Context: an optimization exercise on an open-source flow, tuned for small area. The choices shown serve that exercise and are no tape-out recipe.
The RTL was checked by simulation tests, not by an equivalence proof against the original design.
Power and IR drop assume default switching activity.

===== flow/design.v =====
module HexTo7Seg ( 
	input		[3:0] hex, 
	output reg	[6:0] SevenSeg
);
always @(*) begin
	case(hex)
		4'h0: SevenSeg = ~7'b0000000;   
		4'h1: SevenSeg = ~7'b0000110;  
		4'h2: SevenSeg = ~7'b1011011;  
		4'h4: SevenSeg = ~7'b1001111;  
		4'h8: SevenSeg = ~7'b1100110;  
		4'h3: SevenSeg = ~7'b1111001;  
		4'h5: SevenSeg = ~7'b1010000;  
		4'h6: SevenSeg = ~7'b0111111;  
		4'h7: SevenSeg = ~7'b0111110;  
		4'h9: SevenSeg = ~7'b1010100;  
		4'hA: SevenSeg = ~7'b0111000;  
		4'hB: SevenSeg = ~7'b0111001;  
		4'hC: SevenSeg = ~7'b1011110;  
		4'hD: SevenSeg = ~7'b1101101;  
		4'hE: SevenSeg = ~7'b1111000;  
		default: SevenSeg = 7'b0000000;
	endcase
end
endmodule
module PasswordTo7Seg #(
	parameter NUM_DISPLAYS = 6
)(
	input [(4*NUM_DISPLAYS)-1:0] password,
	output [(7*NUM_DISPLAYS)-1:0] seven_seg
);
genvar i;
generate 
	for (i = 0; i < NUM_DISPLAYS; i = i + 1) begin : SevenSeg_loop
		HexTo7Seg display (
			.hex		( password[(i*4)+:4] ),
			.SevenSeg	( seven_seg[(i*7)+:7] )
		);
	end 
endgenerate
endmodule
module DigitalLock #(
	parameter PASSWORD_LENGTH = 5,
	parameter NUM_DISPLAYS = 6,
	parameter MAX_IDLE = 1000
)(
	input clock,
	input reset,
	input [3:0] key,
	output LED_locked,
	output LED_error,
	output LED_ep,
	output LED_cp,
	output LED_unlocked,
	output LED_reset,
	output [(7*NUM_DISPLAYS)-1:0] seven_seg
);
localparam [1:0] PH_DIGIT = 2'd0, PH_CHECK = 2'd1, PH_RET_OK = 2'd2, PH_RET_BAD = 2'd3;
function [9:0] lfsr_next(input [9:0] s);
	lfsr_next = {s[8:0], ~(s[9] ^ s[6])};
endfunction
function [9:0] lfsr_after(input integer n);
	integer j;
	reg [9:0] s;
	begin
		s = 10'd0;
		for (j = 0; j < n; j = j + 1) s = lfsr_next(s);
		lfsr_after = s;
	end
endfunction
localparam [9:0] IDLE_END = lfsr_after(MAX_IDLE);
wire [3:0] pressed = ~key;
reg dly;
reg S, E, Er, f;
reg [1:0] ph;
reg [19:0] temp, password;
reg [9:0] cnt;
wire ev   = ~dly & (|pressed);
wire tmo  = E & (cnt == IDLE_END);
wire full = |temp[19:16];
wire done = E & (ph == PH_CHECK) & full;
always @(posedge clock) dly <= |pressed;
always @(posedge clock) begin
	if (E & (ph == PH_DIGIT) & ~ev & ~tmo)
		cnt <= lfsr_next(cnt);
	else
		cnt <= 10'd0;
end
always @(posedge clock) begin
	if (~E | done)
		temp <= 20'd0;
	else if ((ph == PH_DIGIT) & ev)
		temp <= {temp[15:0], pressed};
end
always @(posedge clock) begin
	if (done & ~S & ~f)
		password <= temp;
end
always @(posedge clock) begin
	if (~E)
		ph <= PH_DIGIT;
	else case (ph)
		PH_DIGIT: if (ev) ph <= PH_CHECK;
		PH_CHECK: if (full) ph <= ((temp == password) | (~S & ~f)) ? PH_RET_OK : PH_RET_BAD;
		          else ph <= PH_DIGIT;
		default:  ph <= PH_DIGIT;
	endcase
end
always @(posedge clock or posedge reset) begin
	if (reset) begin
		S  <= 1'b0;
		E  <= 1'b0;
		Er <= 1'b0;
		f  <= 1'b0;
	end else if (tmo) begin
		E  <= 1'b0;
		Er <= 1'b1;
	end else if (Er) begin
		if (ev) Er <= 1'b0;
	end else if (~E) begin
		if (ev) E <= 1'b1;
	end else begin
		if (done & ~S) f <= ~f;
		if (ph == PH_RET_BAD) begin
			E  <= 1'b0;
			Er <= 1'b1;
		end else if ((ph == PH_RET_OK) & ~f) begin
			E <= 1'b0;
			S <= ~S;
		end
	end
end
assign LED_locked   = S;
assign LED_unlocked = ~S;
assign LED_error    = Er;
assign LED_ep       = E & S;
assign LED_cp       = E & ~S;
assign LED_reset    = reset;
reg [23:0] digits;
always @(*) begin
	if (reset)
		digits = {4'h0, 4'h5, 4'h3, 4'hD, 4'h3, 4'hE};       
	else if (Er)
		digits = {4'h0, 4'h3, 4'h5, 4'h5, 4'h6, 4'h5};       
	else if (E)
		digits = {4'h0, temp};
	else if (S)
		digits = {4'hA, 4'h6, 4'hB, 4'hB, 4'h3, 4'hC};       
	else
		digits = {4'h7, 4'h9, 4'hA, 4'h6, 4'hB, 4'hC};       
end
PasswordTo7Seg #(.NUM_DISPLAYS(NUM_DISPLAYS)) SevenSegments (
	.password  ( digits ),
	.seven_seg ( seven_seg )
);
endmodule

===== flow/flow/run.sh =====
#!/bin/bash
# Own flow: the standard layout (standard.sh) with three changes passed to ORFS's make:
#  - ADDER_MAP_FILE empty: no half/full-adder extraction in synthesis (the design has no
#    adders; extraction only turned decoder gates into half-adder cells);
#  - port buffers are buf_1 cells;
#  - clock tree of small clock buffers without dummy loads.
# Registers and synthesis are otherwise the standard ones.
set -euo pipefail
cd "$(dirname "$0")/.."
bash standard.sh \
  ADDER_MAP_FILE= \
  "BUFFER_PORTS_ARGS=-buffer_cell sky130_fd_sc_hd__buf_1" \
  finish > run_make.log 2>&1

===== flow/standard.sh =====
#!/bin/bash
# synth_recipe.tcl (not shown) runs the flow's synth.tcl, then flattens the netlist and writes it again
# the make line also repeats each setting of config.mk as NAME=value (left out here)
make -C /OpenROAD-flow-scripts/flow DESIGN_CONFIG=/design/flow/config.mk WORK_HOME=/design/flow/orfs CLKGATE_MAP_FILE= SYNTH_SCRIPT=/design/flow/synth_recipe.tcl "${@:-finish}"

===== flow/config.mk =====
export PLATFORM = sky130hd
export DESIGN_NAME = DigitalLock
export DESIGN_NICKNAME = DigitalLock
export VERILOG_FILES = /design/flow/design.v
export SDC_FILE = /design/flow/constraint.sdc
export NUM_CORES = 4
export LEC_CHECK = 0
export ABC_AREA = 1
export CAP_MARGIN = 20
export CORE_MARGIN = 2
export CORE_UTILIZATION = 40
export SLEW_MARGIN = 20

===== flow/constraint.sdc =====
create_clock -name core_clock -period 12.0 [get_ports {clock}]
set_input_delay 2.4000 -clock core_clock [delete_from_list [all_inputs] [get_ports {clock}]]
set_output_delay 2.4000 -clock core_clock [all_outputs]
set_load 0.01 [all_outputs]

==> results.ini, run 1 <==
[placed_design]
place_area_um2=3720
dp_hpwl_um=6120
gp_congestion=0.846
dpl.cell_count=637
io_buffers=51

[die]
die_w_um=97.1
start_util_pct=41.8
die_h_um=97.1
fp.coreArea_um2=8300
io_pins=54
rows=33
die_area_um2=9430

[synthesis]
syn_inst=493
synth-compound-area-share_pct=17.4
yosys.area.top_type_share_pct=19.0
ys_ff_latch=57
synth_area_um2=3470
synth_xor_area_share_pct=1.26
synth_top_family_by_area=simple AND/OR/NAND/NOR gates
synthAdderAreaFrac_pct=0
synth_area_leaders=dfxtp_1 (19%), edfxtp_1 (17%), nand2_1 (14%), inv_1 (7.4%), nor2_1 (6.5%)
synthSimpleGateAreaFrac_pct=30.5
ys_types=43
avgSynthCellArea_um2=7.04
yosysWarnings=2
ys_seq_area_share_pct=39.2
synth_mux_area_share_pct=0
yosys.area.top_type=dfxtp_1

[finish]
finalNonFillerCells=653
final_cell_mix=nand2_1 (131), inv_1 (68), nor2_1 (60)
final_cell_area_um2=3880
multiInputGateArea_um2=1720
final_common_cell=nand2_1
drive_above_1_share_pct=9.67
regArea_um2=1360
antennaDiodeCount=0
nets=549
areaGrowthSynthToFinish_pct=12.0
fillers=857

[power_and_ir_drop]
power_uw=652
internal_power_uw=372
switching_share_pct=42.9
p_sw_uw=280
comb_power_share_pct=42.5
clock_power_share_pct=23.1
ir_worst_vdd_mv=0.159
pwr-share-seq_pct=34.4
powerDensity_nw_per_um2=168
p_leak_uw=0.00165

[critical_path]
start_kind=input port
cp_top_family=simple AND/OR/NAND/NOR gates
cp-end-kind=output port
cpPeakStageDelay_ns=0.40
critPathKind=input port to output port
critPathMaxFanout=13
cp.required_ns=9.60
cp_num_buf_inv=3
path_cells=buf_1 > nor2_4 > nand2_4 > a21oi_2 > inv_2 > nand2_1 > nand2_1 > o21ai_1 > nand3_1 > o21ai_1 > buf_1
critPathArrivalTime_ns=4.02
crit_path_top_delay_cell=nor2_4

[routing]
vias=3299
drtAntennaViolNets=0
wl_per_cell_um=12.6
viasPerCell=5.05
wirelength_um=8240
drt_first_pass_iters=4
drt_iter0_drc=181
drc=0

[timing]
skew_ns=0.00916
slew-limit-headroom_pct=48.3
final-hold-violation-count=0
slew_viol_final=0
worst_hold_slack_ns=0.439
tightestPinTransition_ns=0.773
setup_viol=0
max_freq_mhz=156
fin_crit_ns=6.42
post-route-period-util_pct=53.5
tns_ns=0
rsz0062_at_grt=false

[clock_tree]
htree_num_levels=3
clkLatencyLatePin_ns=0.33
clock-sinks=57
cts.hold.buffers_added=0
ctsResizeCount=0
max-clock-path-buffers=2
post-cts-setup-buffers=0
cts_tree=yes
clk_pin_slew_worst_paths_ns=0.07
cts_root_buf=clkbuf_8
cts_buffers=9

[hold_path]
hp-class=register to register

[grt]
grt.overflow.total=0
antenna_found_initial=0
grt_max_degree=25
grt_pass1_vias=2979
grt_pass1_wl_um=13700
track_usage_pct=17.7

[job]
drv_cap=0

[outcome]
status=complete, no violations

## final timing paths
check,end,startpoint,slack [ns],cells past startpoint
setup / recovery,seven_seg[15],reset,5.58,11
hold / removal,cnt[5],cnt[4],0.44,2
min in group asynchronous,E,reset,2.21,2
max in group asynchronous,Er,reset,9.61,2
setup reg to reg,temp[4],temp[16],10.22,5
hold reg to reg,cnt[5],cnt[4],0.44,2
## tightest hold or removal path, cell delays in order (launching register included)
cell     delay [ns]
dfxtp_1        0.32
inv_1          0.05
nor2_1         0.03
## layer usage
layer | global-route usage (%) | wire length [um] | up-vias
li1 | - | - | 1704
met1 | 23.3 | 4020 | 1532
met2 | 28.5 | 3850 | 57
met3 | 5.61 | 309 | 6
met4 | 4.33 | 59 | 0
met5 | 0 | 0 | -
## sequential cells by signal, indices dropped and copies added (netlist names)
| register | cells |
|---|---|
| cnt | 10 |
| ph | 2 |
| Er | 1 |
| password | 20 |
| temp | 20 |
| f | 1 |
| E | 1 |
| S | 1 |
| dly | 1 |
## logic make-up after synthesis
group | Yosys count
buffers and inverters | 95
xor gates and xnor gates | 5
and+or+nand+nor | 246
AOI/OAI and AO/OA | 89
DFF | 57
other | 1
## cell usage after synthesis, drive strengths merged
library cell	instances
nand2b	1
a211oi	19
edfxtp	20
a31oi	3
xnor2	4
nor3	5
nand3b	1
o211ai	5
dfxtp	33
clkbuf	3
o31ai	2
a21oi	20
a22oi	2
dfrtp	4
or2	1
nand4	8
nor4	5
xor2	1
o22ai	2
inv	79
nand3	24
conb	1
nor2	63
o311ai	1
o21ai	35
nand2	138
buf	13
## area by class of cell
type	count	area share [%]
clock inverters	4	0.515
repair buffers	54	5.51
inverters	79	7.63
clock buffers	12	3.74
well taps	105	3.38
flip-flops and latches	57	35.0
multi-input cells	342	44.2
## power groups by stage
stage | registers [uW] | clock network (uW) | logic [uW]
final | 224 | 150 | 277
after floorplan | 224 | 0 | 207
after global placement | 228 | 0 | 275
after detailed placement | 228 | 0 | 277
after CTS | 224 | 155 | 279
after global routing | 226 | 167 | 312
## per-stage QoR
step	setup slack (ns)	util [%]
3_3_place_gp	5.66	44.8
5_1_grt	5.41	46.8
2_1_floorplan	6.29	-
4_1_cts	5.59	46.8
3_5_place_dp	5.58	44.8
6_report	5.58	46.8
==> inputs of run 2 (changes only) <==
==> flow/run.sh (new file) <==
#!/bin/bash
# synth_recipe.tcl (not shown) runs the flow's synth.tcl, then flattens the netlist and writes it again
# the make line also repeats each setting of config.mk as NAME=value (left out here)
make -C /OpenROAD-flow-scripts/flow DESIGN_CONFIG=/design/flow/config.mk WORK_HOME=/design/flow/orfs CLKGATE_MAP_FILE= SYNTH_SCRIPT=/design/flow/synth_recipe.tcl finish
--- a/flow/config.mk
+++ b/flow/config.mk
@@ -5,7 +5,6 @@
 export SDC_FILE = /design/flow/constraint.sdc
 export NUM_CORES = 4
 export LEC_CHECK = 0
-export ABC_AREA = 1
 export CAP_MARGIN = 20
 export CORE_MARGIN = 2
 export CORE_UTILIZATION = 40
removed: flow/flow/run.sh
removed: flow/standard.sh
==> results.ini, run 2 <==
[critical_path]
reg2regPathDepth=3
cp.required_ns=9.60
worst_path_most_repeated_cell=clkdlybuf4s50_1
critPathArrivalTime_ns=6.04
path_cells=clkdlybuf4s50_1 > or2_1 > a211oi_1 > inv_1 > ha_1 > nand2_1 > mux2_2 > a32oi_1 > clkdlybuf4s50_1
cp-end-kind=output port
r2r_slack_ns=9.98
reg2reg_to=password[14]
r2r-start=E
cpPeakStageDelay_ns=0.77
critPathMaxFanout=15
critPathKind=input port to output port
crit_path_top_delay_cell=clkdlybuf4s50_1
start_kind=input port

[placed_design]
gp_congestion=0.874
dp_hpwl_um=6800
dpl.cell_count=621
io_buffers=53
place_ws_ns=3.60
place_area_um2=4780

[die]
fp.coreArea_um2=10200
rows=37
die_area_um2=11200
die_h_um=106
start_util_pct=40.7
die_w_um=106
io_pins=54

[hold_path]
holdPathEnd=cnt[3]
whs_path_depth=1
hold_path.startpoint=cnt[2]
hp-class=register to register

[synthesis]
yosysMostFrequentCell=nand2_1
syn_inst=448
synth_area_leaders=dfxtp_1 (16%), edfxtp_1 (14%), ha_1 (14%), xnor2_1 (5.5%), mux2i_1 (5.3%)
ys_seq_area_share_pct=32.9
ys_types=63
synth_commonest_cells=nand2_1 (57), ha_1 (45), dfxtp_1 (33), inv_1 (29), xnor2_1 (26)
synth_area_um2=4140
ys_ff_latch=57
synth_edf_count=20
yosys.area.top_type=dfxtp_1
yosys_most_used_dff=dfxtp_1
synthArstFlopShare_pct=7.02
yosys.area.top_type_share_pct=15.9
avgSynthCellArea_um2=9.25
yosysWarnings=2

[finish]
regArea_um2=1360
final_common_cell=nand2_1
final_cell_area_um2=4950
areaGrowthSynthToFinish_pct=19.4
final_cell_mix=nand2_1 (57), clkdlybuf4s50_1 (53), ha_1 (45)
multiInputGateArea_um2=2570
final_util_pct=48.6
nets=547
reg_top3=password x20, temp x20, cnt x10
antennaDiodeCount=0
finalNonFillerCells=637
drive_above_1_share_pct=8.78
fillers=993

[routing]
wirelength_um=9170
drtAntennaViolNets=0
drt_first_pass_iters=4
wl_per_cell_um=14.4
drc=0
viasPerCell=5.16
drt_iter0_drc=176
vias=3289

[clock_tree]
htree_num_levels=3
post-cts-setup-buffers=0
ctsResizeCount=0
clk_pin_slew_worst_paths_ns=0.05
max-clock-path-buffers=2
clkLatencyLatePin_ns=0.33
cts.hold.buffers_added=0
cts_root_buf=clkbuf_8
clock-sinks=57
cts_buffers=9
cts_tree=yes

[timing]
tightestPinTransition_ns=0.962
tns_ns=0
slew-limit-headroom_pct=35.6
max_freq_mhz=118
skew_ns=0.00749
rsz0062_at_grt=false
setup_viol=0
setup_slack_ns=3.56
final-hold-violation-count=0
fin_crit_ns=8.44
slew_viol_final=0
post-route-period-util_pct=70.3

[power_and_ir_drop]
powerDensity_nw_per_um2=132
ir_worst_vdd_mv=0.0984
p_leak_uw=0.00200

[grt]
grt_pass1_vias=3088
grt.overflow.total=0
grt_pass1_wl_um=15300
grt_max_degree=26
antenna_found_initial=0
track_usage_pct=16.8

[outcome]
status=complete, no violations

[job]
drv_cap=0

[run 2: cell types whose count changed in the layout (fill, tap and decap cells not counted), sizes merged, moves of 23 or more]
| cell | delta |
|---|---|
| nor2 | -38 |
| inv | -47 |
| buf | -50 |
| ha | +45 |
| clkdlybuf4s50 | +53 |
| nand3 | -23 |
| nand2 | -81 |
[run 2: worst max path at each step]
stage,start,endpoint,slack (ns),cells after the start
after global placement,reset,seven_seg[22],3.73,9
after CTS,reset,seven_seg[22],3.58,9
after global routing,reset,seven_seg[22],3.31,9
final,reset,seven_seg[22],3.56,9
after floorplan,reset,seven_seg[22],5.32,8
after detailed placement,reset,seven_seg[22],3.60,9
[run 2: report_power, final]
group / switching, uW / internal (uW)
clock network: 66.7 / 80.6
registers: 17.6 / 219
logic: 130 / 140
total: 214 / 439
[run 2: logic make-up after synthesis]
family | share of synthesized area, %
AOI/OAI and AO/OA | 12.9
xor gates and xnor gates | 5.71
adders and majority gates | 13.6
buffers and inverters | 5.56
DFF | 32.9
muxes | 11.3
and+or+nand+nor | 18.1
[run 2: layout make-up]
cell class	count	share of cell area, %
multi-input cells	338	51.9
repair buffers	57	11.3
inverters	33	2.50
clock buffers	15	3.16
flip-flops and latches	57	27.5
clock inverters	1	0.101
well taps	136	3.44
[run 2: layer usage]
layer,up-vias,routed length [um],track usage [%]
li1,1663,-,-
met1,1553,4490,23.4
met2,65,4290,26.7
met3,8,323,3.53
met4,0,70,4.04
met5,-,0,0
[run 2: per-stage QoR]
step                      power, uW  hold slack, ns
after CTS                       661           0.456
after global routing            696           0.478
after detailed placement        512           0.440
after global placement          507           0.434
after floorplan                 405           0.406
final                           653           0.451
[run 2: critical path: cells and delay by family]
kind / cells / cell delay (ns)
compound gates: 2 / 0.83
mux: 1 / 0.26
fa+ha+maj: 1 / 0.40
simple gates: 2 / 0.62
buf+inv: 3 / 1.52
==> inputs of run 3 (changes only) <==
==> flow/flow/run.sh (new file) <==
#!/bin/bash
# Own flow: the standard layout (standard.sh) with these changes passed to ORFS's make:
#  - ADDER_MAP_FILE empty: no half/full-adder extraction in synthesis (the design has no
#    adders; extraction only turned decoder gates into half-adder cells);
#  - an area-oriented ABC script (flow/abc_area.script) in a copy of ORFS's scripts folder;
#  - port buffers are buf_1 cells;
#  - a clock tree of small clock buffers without dummy loads.
# Everything else, registers included, is the standard flow. make's full output goes to
# run_make.log here, and ORFS keeps each step's log under orfs/logs/.
set -euo pipefail
cd "$(dirname "$0")/.."
rm -rf scripts_own
cp -r "$FLOW_HOME/scripts" scripts_own
cp flow/abc_area.script scripts_own/abc_area.script
bash standard.sh \
  SCRIPTS_DIR="$PWD/scripts_own" \
  ADDER_MAP_FILE= \
  "BUFFER_PORTS_ARGS=-buffer_cell sky130_fd_sc_hd__buf_1" \
  "CTS_ARGS=-sink_clustering_enable -repair_clock_nets -dont_use_dummy_load -root_buf sky130_fd_sc_hd__clkbuf_4 -buf_list sky130_fd_sc_hd__clkbuf_4 -sink_clustering_size 20 -sink_clustering_max_diameter 100" \
  finish > run_make.log 2>&1
==> flow/flow/abc_area.script (new file) <==
strash
dch
amap
strash
dch
amap
topo
==> flow/standard.sh (new file) <==
#!/bin/bash
# synth_recipe.tcl (not shown) runs the flow's synth.tcl, then flattens the netlist and writes it again
# the make line also repeats each setting of config.mk as NAME=value (left out here)
make -C /OpenROAD-flow-scripts/flow DESIGN_CONFIG=/design/flow/config.mk WORK_HOME=/design/flow/orfs CLKGATE_MAP_FILE= SYNTH_SCRIPT=/design/flow/synth_recipe.tcl "${@:-finish}"
--- a/flow/config.mk
+++ b/flow/config.mk
@@ -5,6 +5,7 @@
 export SDC_FILE = /design/flow/constraint.sdc
 export NUM_CORES = 4
 export LEC_CHECK = 0
+export ABC_AREA = 1
 export CAP_MARGIN = 20
 export CORE_MARGIN = 2
 export CORE_UTILIZATION = 40
removed: flow/run.sh
==> results.ini, run 3 <==
[placed_design]
io_buffers=51
dpl.cell_count=514
dp_hpwl_um=5320
gp_congestion=0.813

[finish]
nets=432
areaGrowthSynthToFinish_pct=12.5
reg_top3=password x20, temp x20, cnt x10
antennaDiodeCount=0
multiInputGateArea_um2=1350
finalNonFillerCells=523
drive_above_1_share_pct=2.59
fillers=750
final_cell_mix=nor2_1 (85), clkinv_1 (52), buf_1 (51)
regArea_um2=1360
final_common_cell=nor2_1

[critical_path]
cpPeakStageDelay_ns=0.32
path_cells=buf_1 > clkinv_1 > o21ai_0 > clkinv_1 > o21ai_0 > clkinv_1 > nor3_1 > nor2_1 > o21ai_0 > buf_1
critPathMaxFanout=8
cp.required_ns=9.60
cp_num_buf_inv=5
critPathArrivalTime_ns=4.57
start_kind=input port
r2r_slack_ns=9.30
critPathKind=input port to output port
cp-end-kind=output port
cp_top_family=buffers and inverters
crit_path_top_delay_cell=o21ai_0

[clock_tree]
htree_num_levels=3
cts_buffers=9
ctsResizeCount=0
cts.hold.buffers_added=0
clkLatencyLatePin_ns=0.40
cts_tree=yes
clk_pin_slew_worst_paths_ns=0.09
max-clock-path-buffers=2
clock-sinks=57
post-cts-setup-buffers=0
cts_root_buf=clkbuf_4

[die]
die_h_um=89.6
die_area_um2=8030
start_util_pct=40.9
io_pins=54
fp.coreArea_um2=7180
die_w_um=89.6
rows=31

[synthesis]
synth_edf_count=20
ys_ff_latch=57
synth_area_leaders=dfxtp_1 (23%), edfxtp_1 (20%), nor2_1 (11%), clkinv_1 (6.7%), a221oi_1 (5.4%)
synth_area_um2=2930
yosysWarnings=2
yosys.area.top_type=dfxtp_1
yosys_most_used_dff=dfxtp_1
synth_commonest_cells=nor2_1 (85), clkinv_1 (52), dfxtp_1 (33), o21ai_0 (29), nand2_1 (23)
ys_seq_area_share_pct=46.4
avgSynthCellArea_um2=7.97
yosys.area.top_type_share_pct=22.5
yosysMostFrequentCell=nor2_1
syn_inst=368
ys_types=35
synthArstFlopShare_pct=7.02

[routing]
wl_met1_um=3350
dr.max_layer_used=met4
wl_met3_um=307
vias=2761
viasPerCell=5.28
drc=0
wl_met2_um=3290
wirelength_um=7050
drt_iter0_drc=218
wl_per_cell_um=13.5
drtAntennaViolNets=0
drt_first_pass_iters=4

[timing]
setup_viol=0
max_freq_mhz=144
tightestPinTransition_ns=1.05
slew_viol_final=0
rsz0062_at_grt=false
fin_crit_ns=6.97
tns_ns=0
slew-limit-headroom_pct=29.7
skew_ns=0.0383
final-hold-violation-count=0
post-route-period-util_pct=58.1

[grt]
antenna_found_initial=0
grt.overflow.total=0
grt_pass1_wl_um=11200
grt_max_degree=22
grt_pass1_vias=2378
track_usage_pct=18.6

[power_and_ir_drop]
powerDensity_nw_per_um2=164
ir_worst_vdd_mv=0.0677
p_leak_uw=0.00111

[outcome]
status=complete, no violations

[hold_path]
hp-class=register to register

[job]
drv_cap=0

run 3: final timing paths:
path                       cells past startpoint    from      endpoint
setup / recovery                              10   reset  seven_seg[1]
min in group asynchronous                      2   reset             f
hold reg to reg                                2  cnt[8]        cnt[9]
hold / removal                                 2  cnt[8]        cnt[9]
max in group asynchronous                      2   reset            Er
setup reg to reg                               5       E  password[14]
run 3: worst min-delay path, stage by stage, from the launching register on:
cell and delay, ns:
dfxtp_1 0.30, clkinv_1 0.05, nor2_1 0.04
run 3: metrics by stage:
stage | total power [uW] | hold slack [ns] | area [um^2] | worst slack (ns) | util (%)
2_1_floorplan | 387 | 0.400 | 2940 | 5.83 | -
3_3_place_gp | 452 | 0.408 | 3230 | 5.14 | 45.0
3_5_place_dp | 454 | 0.411 | 3230 | 5.02 | 45.0
4_1_cts | 547 | 0.410 | 3300 | 4.99 | 45.9
5_1_grt | 588 | 0.425 | 3300 | 4.61 | 45.9
6_report | 541 | 0.405 | 3300 | 5.03 | 45.9
run 3: cell families (layout without fill, tap and decap cells):
kind of cell / after synthesis / in the layout / share of synthesized area, %
buffers and inverters: 58 / 113 / 7.81
other: 1 / 2 / 0.128
DFF: 57 / 57 / 46.4
and+or+nand+nor: 141 / 141 / 20.5
xor gates and xnor gates: 1 / 1 / 0.299
AOI/OAI and AO/OA: 110 / 110 / 24.8
run 3: area by class of cell:
type | count | area share, %
sequential | 57 | 41.3
multi-input combinational | 254 | 40.9
timing repair buffer | 52 | 6.03
inverter | 52 | 5.92
tap | 99 | 3.76
clock buffer | 9 | 2.05
run 3: routing by layer:
layer,GRT usage [%],vias to the layer above
met5,0,-
met4,7.06,0
met1,25.0,1249
li1,-,1438
met3,4.11,9
met2,29.3,65
run 3: power by group:
group          total, uW  switching, uW  internal [uW]
Sequential           228           14.3            214
Combinational        220            149           71.3
Clock               92.6           57.9           34.7
==> inputs of run 4 (changes only) <==
--- a/flow/flow/run.sh
+++ b/flow/flow/run.sh
@@ -16,5 +16,5 @@
   SCRIPTS_DIR="$PWD/scripts_own" \
   ADDER_MAP_FILE= \
   "BUFFER_PORTS_ARGS=-buffer_cell sky130_fd_sc_hd__buf_1" \
-  "CTS_ARGS=-sink_clustering_enable -repair_clock_nets -dont_use_dummy_load -root_buf sky130_fd_sc_hd__clkbuf_4 -buf_list sky130_fd_sc_hd__clkbuf_4 -sink_clustering_size 20 -sink_clustering_max_diameter 100" \
+  "CTS_ARGS=-sink_clustering_enable -repair_clock_nets -dont_use_dummy_load -root_buf sky130_fd_sc_hd__clkbuf_8 -buf_list sky130_fd_sc_hd__clkbuf_4 -sink_clustering_size 15 -sink_clustering_max_diameter 150" \
   finish > run_make.log 2>&1
==> results.ini, run 4 <==
[timing]
tns_ns=0
tightestPinTransition_ns=1.03
final-hold-violation-count=0
fin_crit_ns=6.97
slew-limit-headroom_pct=30.6
max_freq_mhz=143
post-route-period-util_pct=58.1
rsz0062_at_grt=false
worst_hold_slack_ns=0.410
slew_viol_final=0
skew_ns=0.0272
setup_viol=0

[clock_tree]
cts.hold.buffers_added=0
cts_root_buf=clkbuf_8
max-clock-path-buffers=2
cts_buffers=9
clock-sinks=57
post-cts-setup-buffers=0
htree_num_levels=3
ctsResizeCount=0
clk_pin_slew_worst_paths_ns=0.06
clkLatencyLatePin_ns=0.34
cts_tree=yes

[die]
die_w_um=89.6
die_area_um2=8030
rows=31
die_h_um=89.6
io_pins=54
start_util_pct=40.9
fp.coreArea_um2=7180

[grt]
grt.overflow.total=0
track_usage_pct=18.7
antenna_found_initial=0
grt_pass1_vias=2382
grt_pass1_wl_um=11300
grt_max_degree=22
met3_usage_pct=4.11
grt_busiest_layer=met2
gr-usage-met1_pct=25.1
met2_usage_pct=29.3

[critical_path]
cp-end-kind=output port
reg2regPathDepth=5
critPathMaxFanout=8
critPathKind=input port to output port
cp.required_ns=9.60
critPathArrivalTime_ns=4.57
start_kind=input port

[finish]
multiInputGateArea_um2=1350
nets=432
areaGrowthSynthToFinish_pct=14.4
final_cell_mix=nor2_1 (85), clkinv_1 (52), buf_1 (51)
reg_top3=password x20, temp x20, cnt x10
fillers=738
drive_above_1_share_pct=2.59
final_common_cell=nor2_1
regArea_um2=1360
antennaDiodeCount=0

[synthesis]
yosys.area.top_type_share_pct=22.5
synth_area_leaders=dfxtp_1 (23%), edfxtp_1 (20%), nor2_1 (11%), clkinv_1 (6.7%), a221oi_1 (5.4%)
synthArstFlopShare_pct=7.02
ys_seq_area_share_pct=46.4
synth_area_um2=2930
ys_types=35
yosysMostFrequentCell=nor2_1
avgSynthCellArea_um2=7.97
syn_inst=368
synth_edf_count=20
yosys.area.top_type=dfxtp_1
synth_commonest_cells=nor2_1 (85), clkinv_1 (52), dfxtp_1 (33), o21ai_0 (29), nand2_1 (23)
yosysWarnings=2
yosys_most_used_dff=dfxtp_1
ys_ff_latch=57

[routing]
viasPerCell=5.28
drt_iter0_drc=206
drt_first_pass_iters=4
vias=2764
wl_per_cell_um=13.6
wirelength_um=7140
drtAntennaViolNets=0
drc=0

[hold_path]
hp-class=register to register
whs_path_depth=2

[power_and_ir_drop]
ir_worst_vdd_mv=0.0757
powerDensity_nw_per_um2=173
p_leak_uw=0.00113

[job]
drv_cap=0

[placed_design]
gp_congestion=0.813
io_buffers=51
dp_hpwl_um=5320

[outcome]
status=complete, no violations

==> run 4: cell counts after synthesis <==
Identical to the previous run, type by type.
==> run 4: cells by family after synthesis <==
kind of cell | Yosys count | share of synthesized area [%]
AO/OA/AOI/OAI | 110 | 24.8
XOR/XNOR | 1 | 0.299
buffers and inverters | 58 | 7.81
flip-flops | 57 | 46.4
other | 1 | 0.128
AND/OR/NAND/NOR | 141 | 20.5
==> run 4: where the power goes <==
part	internal, uW	switching, uW
registers	214	14.5
clock network	66.2	64.1
logic	71.3	149
==> run 4: path summary, 6_finish.rpt <==
path | from | to | slack (ns)
worst max-delay path | reset | seven_seg[1] | 5.03
worst min-delay path | cnt[8] | cnt[9] | 0.41
worst min register to register | cnt[8] | cnt[9] | 0.41
worst max register to register | E | password[14] | 9.29
min in group asynchronous | reset | f | 2.09
max in group asynchronous | reset | S | 9.76
==> run 4: stage by stage <==
stage	utilization (%)	std cells	area (um^2)	setup WS, ns	power (uW)
finish	46.7	523	3350	5.03	580
global route	46.7	523	3350	4.61	626
CTS	46.7	523	3350	4.99	584
detailed placement	45.0	514	3230	5.02	454
global placement	45.0	514	3230	5.14	452
floorplan	-	369	2940	5.83	387
==> run 4: area by class of cell <==
cell class              count  area share, %
clock buffers               9           3.69
repair buffers             52           5.93
well taps                  99           3.69
flip-flops and latches     57           40.6
inverters                  52           5.82
multi-input cells         254           40.3
==> run 4: critical path: stages <==
cell and delay, ns:
buf_1 0.26, clkinv_1 0.29, o21ai_0 0.18, clkinv_1 0.19, o21ai_0 0.32, clkinv_1 0.29
nor3_1 0.30, nor2_1 0.07, o21ai_0 0.08, buf_1 0.17
==> run 4: metal layers <==
| metal | wire length [um] | vias to the layer above |
|---|---|---|
| met3 | 311 | 8 |
| li1 | - | 1438 |
| met1 | 3460 | 1248 |
| met5 | 0 | - |
| met2 | 3270 | 70 |
| met4 | 91 | 0 |
==> inputs of run 5 (changes only) <==
==> flow/flow/run.sh (replaced) <==
#!/bin/bash
# Own flow: the standard layout (standard.sh) with these changes passed to ORFS's make:
#  - ADDER_MAP_FILE empty: no half/full-adder extraction in synthesis (the design has no
#    adders; extraction only turned decoder gates into half-adder cells);
#  - an area-oriented ABC script (flow/abc_area.script) in a copy of ORFS's scripts folder;
#  - port buffers are buf_1 cells;
#  - a clock tree of small clock buffers without dummy loads.
# Everything else, registers included, is the standard flow.
set -euo pipefail
cd "$(dirname "$0")/.."
rm -rf scripts_own
cp -r "$FLOW_HOME/scripts" scripts_own
cp flow/abc_area.script scripts_own/abc_area.script
bash standard.sh \
  SCRIPTS_DIR="$PWD/scripts_own" \
  ADDER_MAP_FILE= \
  "BUFFER_PORTS_ARGS=-buffer_cell sky130_fd_sc_hd__buf_1" \
  "CTS_ARGS=-sink_clustering_enable -repair_clock_nets -dont_use_dummy_load -root_buf sky130_fd_sc_hd__clkbuf_4 -buf_list sky130_fd_sc_hd__clkbuf_4 -sink_clustering_size 30" \
  finish > run_make.log 2>&1
==> results.ini, run 5 <==
[outcome]
status=complete, no violations

[synthesis]
syn_inst=368
synthAdderAreaFrac_pct=0
yosys.area.top_type=dfxtp_1
synth_commonest_cells=nor2_1 (85), clkinv_1 (52), dfxtp_1 (33), o21ai_0 (29), nand2_1 (23)
synthArstFlopShare_pct=7.02
synth_area_leaders=dfxtp_1 (23%), edfxtp_1 (20%), nor2_1 (11%), clkinv_1 (6.7%), a221oi_1 (5.4%)
synth_top_family_by_area=compound AO/OA/AOI/OAI gates
yosysMostFrequentCell=nor2_1
yosysWarnings=2
avgSynthCellArea_um2=7.97
synth_mux_area_share_pct=0
ys_types=35
synth_edf_count=20
synthSimpleGateAreaFrac_pct=20.5
yosys_most_used_dff=dfxtp_1
ys_seq_area_share_pct=46.4
ys_ff_latch=57
yosys.area.top_type_share_pct=22.5
synth-compound-area-share_pct=24.8
synth_area_um2=2930
synth_xor_area_share_pct=0.299

[placed_design]
place_ws_ns=5.02
gp_congestion=0.813
io_buffers=51
place_area_um2=3230
dp_hpwl_um=5320

[timing]
tns_ns=0
slew-limit-headroom_pct=29.7
slew_viol_final=0
final-hold-violation-count=0
rsz0062_at_grt=false
skew_ns=0.0383
fin_crit_ns=6.97
worst_hold_slack_ns=0.405
post-route-period-util_pct=58.1
tightestPinTransition_ns=1.05
setup_slack_ns=5.03
setup_viol=0
max_freq_mhz=144

[grt]
grt_pass1_wl_um=11200
grt_pass1_vias=2378
grt.overflow.total=0
track_usage_pct=18.6
antenna_found_initial=0
grt_max_degree=22

[clock_tree]
cts_tree=yes
cts_root_buf=clkbuf_4
htree_num_levels=3
clkLatencyLatePin_ns=0.40
clock-sinks=57
ctsResizeCount=0
max-clock-path-buffers=2
post-cts-setup-buffers=0
cts_buffers=9
clk_pin_slew_worst_paths_ns=0.09
cts.hold.buffers_added=0

[die]
rows=31
io_pins=54
die_h_um=89.6
fp.coreArea_um2=7180
die_w_um=89.6
start_util_pct=40.9
die_area_um2=8030

[critical_path]
cp-end-kind=output port
critPathKind=input port to output port
r2r_slack_ns=9.30
cp.required_ns=9.60
start_kind=input port
critPathArrivalTime_ns=4.57
critPathMaxFanout=8

[finish]
final_cell_mix=nor2_1 (85), clkinv_1 (52), buf_1 (51)
reg_top3=password x20, temp x20, cnt x10
final_util_pct=45.9
areaGrowthSynthToFinish_pct=12.5
antennaDiodeCount=0
final_cell_area_um2=3300
drive_above_1_share_pct=2.59
final_common_cell=nor2_1
nets=432

[routing]
vias=2761
drc=0
drt_iter0_drc=218
wirelength_um=7050
wl_per_cell_um=13.5
drtAntennaViolNets=0
drt_first_pass_iters=4
viasPerCell=5.28

[hold_path]
hp-class=register to register

[power_and_ir_drop]
p_leak_uw=0.00111
ir_worst_vdd_mv=0.0677
powerDensity_nw_per_um2=164

[job]
drv_cap=0

## run 5: cell types whose count changed in the layout (fill, tap and decap cells not counted)
cell / change
clkbuf_4: +9
clkbuf_8: -9
## run 5: final timing paths
kind | startpoint | endpoint | cells after the start
max | reset | seven_seg[1] | 10
min | cnt[8] | cnt[9] | 2
max reg2reg | E | password[14] | 5
min reg2reg | cnt[8] | cnt[9] | 2
max in group asynchronous | reset | Er | 2
min in group asynchronous | reset | f | 2
## run 5: final cells by class
| class | count | area (um^2) |
|---|---|---|
| Fill cell | 750 | 3880 |
| Timing Repair Buffer | 52 | 199 |
| Tap cell | 99 | 124 |
| Sequential cell | 57 | 1360 |
| Multi-Input combinational cell | 254 | 1350 |
| Clock buffer | 9 | 67.6 |
| Inverter | 52 | 195 |
## run 5: metrics by stage
step | instances | power [uW]
2_1_floorplan | 369 | 387
3_3_place_gp | 514 | 452
3_5_place_dp | 514 | 454
4_1_cts | 523 | 547
5_1_grt | 523 | 588
6_report | 523 | 541
## run 5: power breakdown
| group | total (uW) | leakage (uW) | internal, uW | switching [uW] |
|---|---|---|---|---|
| registers | 228 | 0.000497 | 214 | 14.3 |
| clock network | 92.6 | 0.0000414 | 34.7 | 57.9 |
| logic | 220 | 0.000571 | 71.3 | 149 |
## run 5: metal layers
| layer | part of all wire, % | wire length, um | GRT usage, % | vias to the layer above |
|---|---|---|---|---|
| li1 | - | - | - | 1438 |
| met1 | 48 | 3350 | 25.0 | 1249 |
| met2 | 47 | 3290 | 29.3 | 65 |
| met3 | 4.4 | 307 | 4.11 | 9 |
| met4 | 1.4 | 98 | 7.06 | 0 |
| met5 | 0 | 0 | 0 | - |
## run 5: kinds of logic (layout without fill, tap and decap cells)
kind of cell    after synthesis  in the layout
flops                        57             57
compound gates              110            110
buf+inv                      58            113
other cells                   1              2
simple gates                141            141
xor+xnor                      1              1
## run 5: worst max-delay path: stages
cell,delay (ns)
buf_1,0.26
clkinv_1,0.29
o21ai_0,0.18
clkinv_1,0.18
o21ai_0,0.32
clkinv_1,0.29
nor3_1,0.31
nor2_1,0.07
o21ai_0,0.08
buf_1,0.17

==> afterwards: timing with drivers on the ports <==
The flow's constraints put no driver on any port. The routed layouts listed below were extracted and timed again, unchanged, in two steps. Step 1 (the two cells are an assumption about what drives the block):
set clk [get_ports {clock}]
set_driving_cell -lib_cell sky130_fd_sc_hd__clkbuf_16 $clk
set_driving_cell -lib_cell sky130_fd_sc_hd__buf_2 [delete_from_list [all_inputs] $clk]
Step 2 also shifts input and output timing later by t, the mid clock arrival at the registers, as if the neighbouring blocks saw the same clock. Slacks: no drivers / after step 1 / after step 2; pairs: no drivers / after step 1.
| run | t (ns) | setup WS [ns] | clock arrival spread, ns |
|---|---|---|---|
| run 1 | 0.355 | 5.580 / 5.558 / 5.558 | 0.009 / 0.009 |
| run 2 | 0.350 | 3.559 / 3.535 / 3.535 | 0.008 / 0.008 |
| run 3 | 0.407 | 5.033 / 5.010 / 5.010 | 0.038 / 0.039 |
| run 4 | 0.356 | 5.028 / 5.006 / 5.006 | 0.027 / 0.027 |
| run 5 | 0.407 | 5.033 / 5.010 / 5.010 | 0.038 / 0.039 |
After both steps every run listed still meets setup and hold. The setup slack of run 2, which loses most, moves by -0.024 ns with the drivers and by -0.024 ns with both steps.
